This design comes from an exercise in tuning for small area on the open sky130 flow, not from production work. No functional check of the RTL was part of this run.

## design/flow/run.sh

```bash
#!/bin/bash
# synth_recipe.tcl (not shown) runs the flow's synth.tcl, then flattens the netlist and writes it again
# the make line also repeats each setting of config.mk as NAME=value (left out here)
make -C /OpenROAD-flow-scripts/flow DESIGN_CONFIG=/design/flow/config.mk WORK_HOME=/design/flow/orfs CLKGATE_MAP_FILE= SYNTH_SCRIPT=/design/flow/synth_recipe.tcl finish
```

## design/flow/config.mk

```make
export PLATFORM = sky130hd
export DESIGN_NAME = cordic_B
export DESIGN_NICKNAME = cordic_B
export VERILOG_FILES = /design/flow/design.v
export SDC_FILE = /design/flow/constraint.sdc
export NUM_CORES = 4
export LEC_CHECK = 0
export CAP_MARGIN = 20
export CORE_MARGIN = 2
export CORE_UTILIZATION = 40
export PLACE_DENSITY = 0.6
export SLEW_MARGIN = 20
```

## design/flow/constraint.sdc

```tcl
create_clock -name core_clock -period 6.0 [get_ports {clk}]
set_input_delay 1.2000 -clock core_clock [delete_from_list [all_inputs] [get_ports {clk}]]
set_output_delay 1.2000 -clock core_clock [all_outputs]
set_load 0.01 [all_outputs]
```

## design/flow/design.v

```verilog
module cordic_B(
  input                    clk,
  input                    rst_n,
  input  signed [31:0]     x,
  input  signed [31:0]     y,
  input                    start,
  input                    start1,
  output wire signed [31:0] angle,
  output wire signed [31:0] anglef
);
wire x_neg = x[31] & (|y);
wire y_neg = y[31] & (|x);
reg [15:0] xp, yp;
always @(posedge clk or negedge rst_n)
  if (!rst_n) begin xp <= 16'd0; yp <= 16'd0; end
  else if (start) begin
    xp <= x_neg ? -x[15:0] : x[15:0];
    yp <= y_neg ? -y[15:0] : y[15:0];
  end
wire signed [31:0] xf1 = {xp, 16'd0};
wire signed [31:0] yf2 = {yp, 16'd0};
wire b3 = yf2[31];
wire signed [31:0] Y4 = yf2 >>> 0;
wire signed [31:0] X5 = xf1 >>> 0;
wire [16:0] xn6 = {xf1[31:16], 1'b1} + {Y4[31:16] ^ {16{b3}}, b3};
wire [16:0] yn7 = {yf2[31:16], 1'b1} + {X5[31:16] ^ {16{~b3}}, ~b3};
wire [15:0] xo8 = xn6[16:1];
wire [15:0] yo9 = yn7[16:1];
reg [15:0] c1_x;
reg [15:0] c1_y;
always @(posedge clk) begin c1_x <= xo8; c1_y <= yo9; end
reg [0:0] c1_b;
always @(posedge clk) c1_b <= {b3};
wire signed [31:0] xf10 = {c1_x, 16'd0};
wire signed [31:0] yf11 = {c1_y, 16'd0};
wire b12 = yf11[31];
wire signed [31:0] Y13 = yf11 >>> 1;
wire signed [31:0] X14 = xf10 >>> 1;
wire [17:0] xn15 = {xf10[31:15], 1'b1} + {Y13[31:15] ^ {17{b12}}, b12};
wire [17:0] yn16 = {yf11[31:15], 1'b1} + {X14[31:15] ^ {17{~b12}}, ~b12};
wire [16:0] xo17 = xn15[17:1];
wire [16:0] yo18 = yn16[17:1];
reg [16:0] c2_x;
reg [16:0] c2_y;
always @(posedge clk) begin c2_x <= xo17; c2_y <= yo18; end
reg [1:0] c2_b;
always @(posedge clk) c2_b <= {b12, c1_b[0]};
wire signed [31:0] xf19 = {c2_x, 15'd0};
wire signed [31:0] yf20 = {c2_y, 15'd0};
wire b21 = yf20[31];
wire signed [31:0] Y22 = yf20 >>> 2;
wire signed [31:0] X23 = xf19 >>> 2;
wire [19:0] xn24 = {xf19[31:13], 1'b1} + {Y22[31:13] ^ {19{b21}}, b21};
wire [19:0] yn25 = {yf20[31:13], 1'b1} + {X23[31:13] ^ {19{~b21}}, ~b21};
wire [18:0] xo26 = xn24[19:1];
wire [18:0] yo27 = yn25[19:1];
reg [18:0] c3_x;
reg [18:0] c3_y;
always @(posedge clk) begin c3_x <= xo26; c3_y <= yo27; end
reg [2:0] c3_b;
always @(posedge clk) c3_b <= {b21, c2_b[1], c2_b[0]};
wire signed [31:0] xf28 = {c3_x, 13'd0};
wire signed [31:0] yf29 = {c3_y, 13'd0};
wire b30 = yf29[31];
wire signed [31:0] Y31 = yf29 >>> 3;
wire signed [31:0] X32 = xf28 >>> 3;
wire [22:0] xn33 = {xf28[31:10], 1'b1} + {Y31[31:10] ^ {22{b30}}, b30};
wire [22:0] yn34 = {yf29[31:10], 1'b1} + {X32[31:10] ^ {22{~b30}}, ~b30};
wire [21:0] xo35 = xn33[22:1];
wire [21:0] yo36 = yn34[22:1];
reg [21:0] c4_x;
reg [21:0] c4_y;
always @(posedge clk) begin c4_x <= xo35; c4_y <= yo36; end
reg [3:0] c4_b;
always @(posedge clk) c4_b <= {b30, c3_b[2], c3_b[1], c3_b[0]};
wire signed [31:0] xf37 = {c4_x, 10'd0};
wire signed [31:0] yf38 = {c4_y, 10'd0};
wire b39 = yf38[31];
wire signed [31:0] Y40 = yf38 >>> 4;
wire signed [31:0] X41 = xf37 >>> 4;
wire [26:0] xn42 = {xf37[31:6], 1'b1} + {Y40[31:6] ^ {26{b39}}, b39};
wire [26:0] yn43 = {yf38[31:6], 1'b1} + {X41[31:6] ^ {26{~b39}}, ~b39};
wire [25:0] xo44 = xn42[26:1];
wire [25:0] yo45 = yn43[26:1];
reg [25:0] c5_x;
reg [25:0] c5_y;
always @(posedge clk) begin c5_x <= xo44; c5_y <= yo45; end
reg [4:0] c5_b;
always @(posedge clk) c5_b <= {b39, c4_b[3], c4_b[2], c4_b[1], c4_b[0]};
wire signed [31:0] xf46 = {c5_x, 6'd0};
wire signed [31:0] yf47 = {c5_y, 6'd0};
wire b48 = yf47[31];
wire signed [31:0] Y49 = yf47 >>> 5;
wire signed [31:0] X50 = xf46 >>> 5;
wire [31:0] xn51 = {xf46[31:1], 1'b1} + {Y49[31:1] ^ {31{b48}}, b48};
wire [31:0] yn52 = {yf47[31:1], 1'b1} + {X50[31:1] ^ {31{~b48}}, ~b48};
wire [30:0] xo53 = xn51[31:1];
wire [30:0] yo54 = yn52[31:1];
reg [30:0] c6_x;
reg [30:0] c6_y;
always @(posedge clk) begin c6_x <= xo53; c6_y <= yo54; end
reg [5:0] c6_b;
always @(posedge clk) c6_b <= {b48, c5_b[4], c5_b[3], c5_b[2], c5_b[1], c5_b[0]};
wire signed [31:0] xf55 = {c6_x, 1'd0};
wire signed [31:0] yf56 = {c6_y, 1'd0};
wire b57 = yf56[31];
wire signed [31:0] Y58 = yf56 >>> 6;
wire signed [31:0] X59 = xf55 >>> 6;
wire [32:0] xn60 = {xf55[31:0], 1'b1} + {Y58[31:0] ^ {32{b57}}, b57};
wire [32:0] yn61 = {yf56[31:0], 1'b1} + {X59[31:0] ^ {32{~b57}}, ~b57};
wire [31:0] xo62 = xn60[32:1];
wire [31:0] yo63 = yn61[32:1];
reg [31:0] c7_x;
reg [31:0] c7_y;
always @(posedge clk) begin c7_x <= xo62; c7_y <= yo63; end
reg [6:0] c7_b;
always @(posedge clk) c7_b <= {b57, c6_b[5], c6_b[4], c6_b[3], c6_b[2], c6_b[1], c6_b[0]};
wire signed [31:0] xf64 = c7_x;
wire signed [31:0] yf65 = c7_y;
wire b66 = yf65[31];
wire signed [31:0] Y67 = yf65 >>> 7;
wire signed [31:0] X68 = xf64 >>> 7;
wire [32:0] xn69 = {xf64[31:0], 1'b1} + {Y67[31:0] ^ {32{b66}}, b66};
wire [32:0] yn70 = {yf65[31:0], 1'b1} + {X68[31:0] ^ {32{~b66}}, ~b66};
wire [31:0] xo71 = xn69[32:1];
wire [31:0] yo72 = yn70[32:1];
reg [31:0] c8_x;
reg [31:0] c8_y;
always @(posedge clk) begin c8_x <= xo71; c8_y <= yo72; end
reg [7:0] c8_b;
always @(posedge clk) c8_b <= {b66, c7_b[6], c7_b[5], c7_b[4], c7_b[3], c7_b[2], c7_b[1], c7_b[0]};
wire signed [31:0] xf73 = c8_x;
wire signed [31:0] yf74 = c8_y;
wire b75 = yf74[31];
wire signed [31:0] Y76 = yf74 >>> 8;
wire signed [31:0] X77 = xf73 >>> 8;
wire [32:0] xn78 = {xf73[31:0], 1'b1} + {Y76[31:0] ^ {32{b75}}, b75};
wire [32:0] yn79 = {yf74[31:0], 1'b1} + {X77[31:0] ^ {32{~b75}}, ~b75};
wire [31:0] xo80 = xn78[32:1];
wire [31:0] yo81 = yn79[32:1];
reg [31:0] c9_x;
reg [31:0] c9_y;
always @(posedge clk) begin c9_x <= xo80; c9_y <= yo81; end
reg [8:0] c9_b;
always @(posedge clk) c9_b <= {b75, c8_b[7], c8_b[6], c8_b[5], c8_b[4], c8_b[3], c8_b[2], c8_b[1], c8_b[0]};
wire signed [31:0] xf82 = c9_x;
wire signed [31:0] yf83 = c9_y;
wire b84 = yf83[31];
wire signed [31:0] Y85 = yf83 >>> 9;
wire signed [31:0] X86 = xf82 >>> 9;
wire [32:0] xn87 = {xf82[31:0], 1'b1} + {Y85[31:0] ^ {32{b84}}, b84};
wire [32:0] yn88 = {yf83[31:0], 1'b1} + {X86[31:0] ^ {32{~b84}}, ~b84};
wire [31:0] xo89 = xn87[32:1];
wire [31:0] yo90 = yn88[32:1];
reg [31:0] c10_x;
reg [31:0] c10_y;
always @(posedge clk) begin c10_x <= xo89; c10_y <= yo90; end
reg [9:0] c10_b;
always @(posedge clk) c10_b <= {b84, c9_b[8], c9_b[7], c9_b[6], c9_b[5], c9_b[4], c9_b[3], c9_b[2], c9_b[1], c9_b[0]};
wire signed [31:0] xf91 = c10_x;
wire signed [31:0] yf92 = c10_y;
wire b93 = yf92[31];
wire signed [31:0] Y94 = yf92 >>> 10;
wire signed [31:0] X95 = xf91 >>> 10;
wire [32:0] xn96 = {xf91[31:0], 1'b1} + {Y94[31:0] ^ {32{b93}}, b93};
wire [32:0] yn97 = {yf92[31:0], 1'b1} + {X95[31:0] ^ {32{~b93}}, ~b93};
wire [31:0] xo98 = xn96[32:1];
wire [31:0] yo99 = yn97[32:1];
reg [31:0] c11_x;
reg [31:0] c11_y;
always @(posedge clk) begin c11_x <= xo98; c11_y <= yo99; end
reg [10:0] c11_b;
always @(posedge clk) c11_b <= {b93, c10_b[9], c10_b[8], c10_b[7], c10_b[6], c10_b[5], c10_b[4], c10_b[3], c10_b[2], c10_b[1], c10_b[0]};
wire signed [31:0] xf100 = c11_x;
wire signed [31:0] yf101 = c11_y;
wire b102 = yf101[31];
wire signed [31:0] Y103 = yf101 >>> 11;
wire signed [31:0] X104 = xf100 >>> 11;
wire [32:0] xn105 = {xf100[31:0], 1'b1} + {Y103[31:0] ^ {32{b102}}, b102};
wire [32:0] yn106 = {yf101[31:0], 1'b1} + {X104[31:0] ^ {32{~b102}}, ~b102};
wire [31:0] xo107 = xn105[32:1];
wire [31:0] yo108 = yn106[32:1];
reg [31:0] c12_x;
reg [31:0] c12_y;
always @(posedge clk) begin c12_x <= xo107; c12_y <= yo108; end
reg [11:0] c12_b;
always @(posedge clk) c12_b <= {b102, c11_b[10], c11_b[9], c11_b[8], c11_b[7], c11_b[6], c11_b[5], c11_b[4], c11_b[3], c11_b[2], c11_b[1], c11_b[0]};
wire signed [31:0] xf109 = c12_x;
wire signed [31:0] yf110 = c12_y;
wire b111 = yf110[31];
wire signed [31:0] Y112 = yf110 >>> 12;
wire signed [31:0] X113 = xf109 >>> 12;
wire [32:0] xn114 = {xf109[31:0], 1'b1} + {Y112[31:0] ^ {32{b111}}, b111};
wire [32:0] yn115 = {yf110[31:0], 1'b1} + {X113[31:0] ^ {32{~b111}}, ~b111};
wire [31:0] xo116 = xn114[32:1];
wire [31:0] yo117 = yn115[32:1];
reg [31:0] c13_x;
reg [31:0] c13_y;
always @(posedge clk) begin c13_x <= xo116; c13_y <= yo117; end
reg [12:0] c13_b;
always @(posedge clk) c13_b <= {b111, c12_b[11], c12_b[10], c12_b[9], c12_b[8], c12_b[7], c12_b[6], c12_b[5], c12_b[4], c12_b[3], c12_b[2], c12_b[1], c12_b[0]};
wire signed [31:0] xf118 = c13_x;
wire signed [31:0] yf119 = c13_y;
wire b120 = yf119[31];
wire signed [31:0] Y121 = yf119 >>> 13;
wire signed [31:0] X122 = xf118 >>> 13;
wire [32:0] xn123 = {xf118[31:0], 1'b1} + {Y121[31:0] ^ {32{b120}}, b120};
wire [32:0] yn124 = {yf119[31:0], 1'b1} + {X122[31:0] ^ {32{~b120}}, ~b120};
wire [17:0] xo125 = xn123[32:15];
wire [31:0] yo126 = yn124[32:1];
reg [17:0] c14_x;
reg [31:0] c14_y;
always @(posedge clk) begin c14_x <= xo125; c14_y <= yo126; end
reg [13:0] c14_b;
always @(posedge clk) c14_b <= {b120, c13_b[12], c13_b[11], c13_b[10], c13_b[9], c13_b[8], c13_b[7], c13_b[6], c13_b[5], c13_b[4], c13_b[3], c13_b[2], c13_b[1], c13_b[0]};
wire signed [31:0] xf127 = {c14_x, 14'd0};
wire signed [31:0] yf128 = c14_y;
wire b129 = yf128[31];
wire signed [31:0] X130 = xf127 >>> 14;
wire [32:0] yn131 = {yf128, 1'b1} + {X130 ^ {32{~b129}}, ~b129};
wire b132 = yn131[32];
reg [15:0] c15_b;
always @(posedge clk) c15_b <= {b132, b129, c14_b[13], c14_b[12], c14_b[11], c14_b[10], c14_b[9], c14_b[8], c14_b[7], c14_b[6], c14_b[5], c14_b[4], c14_b[3], c14_b[2], c14_b[1], c14_b[0]};
wire [23:0] f133_t = 24'd0
  + (c15_b[0] ? 24'd5898240 : 24'd0)
  + (c15_b[1] ? 24'd3481984 : 24'd0)
  + (c15_b[2] ? 24'd1839744 : 24'd0)
  + (c15_b[3] ? 24'd933888 : 24'd0)
  + (c15_b[4] ? 24'd468736 : 24'd0)
  + (c15_b[5] ? 24'd234624 : 24'd0)
  + (c15_b[6] ? 24'd117376 : 24'd0)
  + (c15_b[7] ? 24'd58624 : 24'd0)
  + (c15_b[8] ? 24'd29312 : 24'd0)
  + (c15_b[9] ? 24'd14720 : 24'd0)
  + (c15_b[10] ? 24'd7296 : 24'd0)
  + (c15_b[11] ? 24'd3712 : 24'd0)
  + (c15_b[12] ? 24'd1792 : 24'd0)
  + (c15_b[13] ? 24'd896 : 24'd0)
  + (c15_b[14] ? 24'd512 : 24'd0)
  + (c15_b[15] ? 24'd256 : 24'd0)
;
wire [23:0] f133_z = 24'd6545856 - f133_t;
wire [7:0] f133 = f133_z[23:16];
reg [7:0] c16_f;
always @(posedge clk) c16_f <= f133;
reg [7:0] c17_f;
always @(posedge clk) c17_f <= c16_f;
reg [4:0] cnt;
always @(posedge clk or negedge rst_n)
  if (!rst_n) cnt <= 5'd0;
  else if (cnt != 5'd17) cnt <= cnt + 5'd1;
reg [7:0] rom;
always @(*)
  case (cnt)
    5'd0: rom = 8'd0;
    5'd1: rom = 8'd0;
    5'd2: rom = 8'd0;
    5'd3: rom = 8'd0;
    5'd4: rom = 8'd0;
    5'd5: rom = 8'd0;
    5'd6: rom = 8'd0;
    5'd7: rom = 8'd0;
    5'd8: rom = 8'd0;
    5'd9: rom = 8'd0;
    5'd10: rom = 8'd1;
    5'd11: rom = 8'd3;
    5'd12: rom = 8'd7;
    5'd13: rom = 8'd14;
    5'd14: rom = 8'd28;
    5'd15: rom = 8'd54;
    5'd16: rom = 8'd99;
    default: rom = c17_f;
  endcase
reg [7:0] a_r, af_r;
wire af_neg = (x[31] & (|y)) | (y[31] & ~x[31] & (|x));
always @(posedge clk or negedge rst_n)
  if (!rst_n) a_r <= 8'd0;
  else a_r <= rom;
always @(posedge clk or negedge rst_n)
  if (!rst_n) af_r <= 8'd0;
  else if (start) af_r <= af_neg ? -a_r : a_r;
assign angle = {{24{a_r[7]}}, a_r};
assign anglef = {{24{af_r[7]}}, af_r};
endmodule
```

==> Flow_metrics.wiki <==
{| class="wikitable"
! Metric !! Value
|-
| Combined area of all synthesized cells || around 61,000 sq um
|-
| Insertion delay of the later-clocked pin in the worst-skew pair || 730 ps
|-
| CTS HTree Levels || 3
|-
| Site Rows || 143
|-
| Top-level I/O count || 132
|-
| Worst Hold Slack || a little over 300 ps
|-
| Die outline width || 396 um
|-
| Global-route wire length before repair || between 200 and 250 mm
|-
| Clock Skew || 47.3 ps
|-
| Count of cell types in the netlist || 101
|-
| Final critical delay including setup and external delays || ~5600 ps
|-
| Number of vias per cell after detailed routing || 5.25
|-
| Final instance area || 68,300 sq um
|-
| Overall routing resource usage || 19.8%
|-
| Port Buffer Count || 130
|-
| Arrival @ worst endpoint || 6230 ps
|-
| Die Area || approximately 160,000 sq um
|-
| Largest net degree at the start of global routing || 54
|-
| Gpl congestion || 0.902
|-
| Clock root buffer || sky130_fd_sc_hd__clkbuf_16
|-
| Depth of the worst register-to-register path || 22
|-
| Number of buffers created by CTS || 105
|-
| Final Hold Vio Count || 0
|-
| Height of the chip || between 300 and 400 um
|-
| Cts-stage hold buffer count || 0
|-
| Via count of the first global-routing pass || 46,000
|-
| Number of max-slew violations in the final report || 0
|-
| Synth Area per Inst || 9.18 sq um
|-
| Number of antenna violations at the first check in global routing || 4
|-
| Rel. slew slack || 34.8%
|-
| Number of maximum-capacitance violations || 0
|-
| DPL Wire Length || 128 mm
|-
| Clock-pin transition on the worst setup and hold timing paths || 70 ps
|-
| Routed wire length || 158 mm
|-
| Nets || 7,643
|-
| Fmax || 178 MHz
|-
| Number of DRC violations after detailed-routing iteration 0 || 2,655
|-
| Post-CTS Setup Bufs || 0
|-
| Synth-to-layout area growth || 11.2%
|-
| Number of fill cells in the layout || ~15,000
|-
| CTS tree || yes
|-
| Count of flip-flops with a built-in enable after synthesis || 0
|-
| DRC || 0
|-
| Fraction of layout cells with a size suffix above 1 || 4.56%
|-
| Worst EP required || 6620 ps
|-
| Critical-path maximum fanout || 5
|-
| Buffers from clock root to sink, at most || 3
|-
| Worst hold path endpoint || c14_b[2]$_DFF_P_
|-
| Result of the run || complete, no violations
|-
| Post-layout worst setup margin || 386 ps
|-
| Clock Sink Count || 950
|-
| Area taken by multi-input logic gates || slightly above 40,000 sq um
|-
| Setup TNS Final || 0 ps
|-
| Hold wc startpoint || c13_b[2]$_DFF_P_
|-
| Predominant post-synthesis flop cell || sky130_fd_sc_hd__dfxtp_1
|-
| Number of search-and-repair iterations in the first detailed-routing pass || 5
|-
| Hold crit path type || register to register
|-
| Post-placement setup slack || 335 ps
|-
| Total area of sequential cells || 19,300 sq um
|-
| Actual slew at the worst max-slew pin || between 900 and 1000 ps
|-
| Synthesized instance count || approximately 6,700
|-
| Synth Net Count || about 7,600
|-
| Cell area reported after detailed placement || 64,600 sq um
|-
| Unrepaired setup endpoints after global routing || no
|-
| Overflow left after global routing || 0
|-
| Critical Path Sink Type || register
|-
| Crit path launch type || register
|-
| Starting density of the core || about 40%
|-
| Setup CP Type || register to register
|-
| Share of the core filled with cells || 44.9%
|-
| Post-CTS sizing || 0
|-
| Core region area || roughly 150,000 sq um
|-
| Worst flop-to-flop path endpoint || c16_f[7]$_DFF_P_
|-
| Hold Crit Depth || 0
|-
| Crit Reg-Reg Startpoint || c15_b[11]$_DFF_P_
|-
| Async set or reset register ratio after synthesis || 5.58%
|-
| DR WL/cell || between 15 and 20 um
|-
| Sequential element share of the synthesized area || 31.4%
|-
| Fraction of the cycle the final worst path needs || 93.6%
|-
| Antenna viol nets, final || 0
|-
| Post-synthesis register bit count || 950
|-
| Warnings from Yosys || 1
|-
| Flop-to-flop setup slack || 390 ps
|-
| Vias || 46,700
|-
| Final setup vio count || 0
|}
layout by cell type, fill, tap and decap left out, types with 23 or more instances in the layout:
master	Yosys	final
sky130_fd_sc_hd__a21o_1	287	287
sky130_fd_sc_hd__dfxtp_1	897	884
sky130_fd_sc_hd__o21a_1	88	88
sky130_fd_sc_hd__inv_1	257	257
sky130_fd_sc_hd__a211oi_1	49	49
sky130_fd_sc_hd__nand3_1	130	130
sky130_fd_sc_hd__clkbuf_16	0	111
sky130_fd_sc_hd__xnor2_1	802	802
sky130_fd_sc_hd__a31oi_1	68	68
sky130_fd_sc_hd__or3_1	39	39
sky130_fd_sc_hd__buf_4	51	30
sky130_fd_sc_hd__nand2b_1	84	84
sky130_fd_sc_hd__nand4_1	53	53
sky130_fd_sc_hd__fa_1	45	45
sky130_fd_sc_hd__ha_1	756	756
sky130_fd_sc_hd__nor3b_1	23	23
sky130_fd_sc_hd__o211ai_1	28	28
sky130_fd_sc_hd__o21bai_1	78	78
sky130_fd_sc_hd__xor2_1	505	505
sky130_fd_sc_hd__nor2b_1	93	93
sky130_fd_sc_hd__and2_1	40	40
sky130_fd_sc_hd__nand2_1	307	307
sky130_fd_sc_hd__o31ai_1	25	23
sky130_fd_sc_hd__and3_1	71	71
sky130_fd_sc_hd__clkdlybuf4s50_1	0	128
sky130_fd_sc_hd__dfrtp_1	53	52
sky130_fd_sc_hd__nor2_1	444	444
sky130_fd_sc_hd__nor3_1	106	106
sky130_fd_sc_hd__a21oi_1	541	541
sky130_fd_sc_hd__o21ai_0	289	289
worst max path at each step:
stage	from	endpoint	slack, ps
2_1_floorplan	c15_b[9]$_DFF_P_	c16_f[7]$_DFF_P_	750
3_3_place_gp	c15_b[11]$_DFF_P_	c16_f[7]$_DFF_P_	320
3_5_place_dp	c15_b[11]$_DFF_P_	c16_f[7]$_DFF_P_	340
4_1_cts	c15_b[11]$_DFF_P_	c16_f[7]$_DFF_P_	290
5_1_grt	c15_b[10]$_DFF_P_	c16_f[7]$_DFF_P_	6
6_report	c15_b[11]$_DFF_P_	c16_f[7]$_DFF_P_	390
per-layer routing:
metal | part of all wire, % | vias to the layer above | track usage [%]
li1 | - | 23700 | -
met4 | 3.3 | 0 | 6.56
met5 | 0 | - | 0
met3 | 3.3 | 245 | 2.27
met1 | 44 | 21900 | 24.8
met2 | 49 | 791 | 35.2
cell type report:
| class | count | share of cell area, % |
|---|---|---|
| Inverter | 257 | 1.41 |
| Clock buffer | 147 | 4.56 |
| Clock inverter | 51 | 0.886 |
| Multi-Input combinational cell | 5300 | 59.0 |
| Sequential cell | 950 | 28.3 |
| Antenna cell | 1 | 0.00366 |
| Tap cell | 2030 | 3.72 |
| Timing Repair Buffer | 160 | 2.22 |
synth_stat cells, drive strengths merged, types with 11 or more instances:
| cell type | n | area share (%) |
|---|---|---|
| o211ai | 28 | 0.34 |
| a21o | 287 | 3.5 |
| nor2b | 93 | 0.95 |
| buf | 111 | 1.0 |
| nor3b | 23 | 0.28 |
| a211oi | 50 | 0.62 |
| o31a | 14 | 0.20 |
| a211o | 16 | 0.23 |
| a21boi | 18 | 0.22 |
| o21a | 89 | 1.1 |
| a221oi | 18 | 0.30 |
| nand2b | 84 | 0.86 |
| o2111ai | 11 | 0.16 |
| nor2 | 445 | 2.7 |
| a311oi | 12 | 0.23 |
| xnor2 | 802 | 11 |
| dfxtp | 897 | 29 |
| dfrtp | 53 | 2.2 |
| inv | 257 | 1.6 |
| o41ai | 13 | 0.28 |
| a221o | 15 | 0.24 |
| xor2 | 505 | 7.2 |
| and2 | 40 | 0.41 |
| nor4 | 17 | 0.19 |
| clkbuf | 75 | 0.46 |
| and4 | 13 | 0.19 |
| a31oi | 70 | 0.73 |
| a2111oi | 14 | 0.24 |
| nor3 | 106 | 0.86 |
| or2 | 21 | 0.21 |
| nand4 | 53 | 0.54 |
| o21bai | 78 | 0.95 |
| a21oi | 549 | 4.5 |
| nand2 | 307 | 1.9 |
| o21ai | 312 | 2.6 |
| ha | 756 | 15 |
| a31o | 12 | 0.17 |
| and3 | 72 | 0.74 |
| nand3 | 130 | 1.1 |
| fa | 45 | 1.5 |
| or3 | 39 | 0.40 |
| o31ai | 31 | 0.46 |
cells by family after synthesis:
logic type / Yosys count / share of synthesized area, %
AO/OA/AOI/OAI: 1701 / 18.0
AND/OR/NAND/NOR: 1477 / 11.8
XOR/XNOR: 1307 / 18.6
flip-flops: 950 / 31.4
adder cells (fa/ha/maj): 801 / 16.9
buffers and inverters: 443 / 3.05
multiplexers: 14 / 0.244
worst max-delay path, stage by stage, from the launching register on:
cell and delay, ps:
sky130_fd_sc_hd__dfxtp_1 370, sky130_fd_sc_hd__inv_1 150, sky130_fd_sc_hd__fa_1 390, sky130_fd_sc_hd__inv_1 80, sky130_fd_sc_hd__fa_1 150, sky130_fd_sc_hd__inv_1 50, sky130_fd_sc_hd__fa_1 440, sky130_fd_sc_hd__fa_1 500
sky130_fd_sc_hd__fa_1 550, sky130_fd_sc_hd__inv_1 50, sky130_fd_sc_hd__fa_1 480, sky130_fd_sc_hd__inv_1 40, sky130_fd_sc_hd__ha_1 260, sky130_fd_sc_hd__o21a_1 170, sky130_fd_sc_hd__o21a_1 170, sky130_fd_sc_hd__o21ai_0 220
sky130_fd_sc_hd__a21oi_1 140, sky130_fd_sc_hd__o41a_1 360, sky130_fd_sc_hd__a21o_1 210, sky130_fd_sc_hd__a21o_1 200, sky130_fd_sc_hd__a21o_1 210, sky130_fd_sc_hd__a31oi_1 200, sky130_fd_sc_hd__xnor2_1 130
metrics by stage:
step / std cells
floorplan: 6693
global placement: 8697
detailed placement: 8697
CTS: 8895
global route: 8896
finish: 8896

[port drivers added, routing unchanged]
No port has a modelled driver above. Below, the same layout with a new extraction and two added sets of constraints. Step 1, drivers: a clkbuf_16 drives clk and a buf_2 each remaining input, both assumed. Step 2 times the ports against the registers' clock, not the clock port: input delays grow and output delays shrink by t, the midpoint of the rising clock arrivals with the driver on. Three values: ideal ports, drivers, drivers and shift; two values: the first two.
t, ns: 0.782
setup slack, ns: 0.386 / 0.386 / 0.386
worst setup path after step 2: register to register
After both steps setup and hold are still met in this run. For this run, drivers alone change the setup slack by 0.000 ns; drivers and shift together by 0.000 ns.
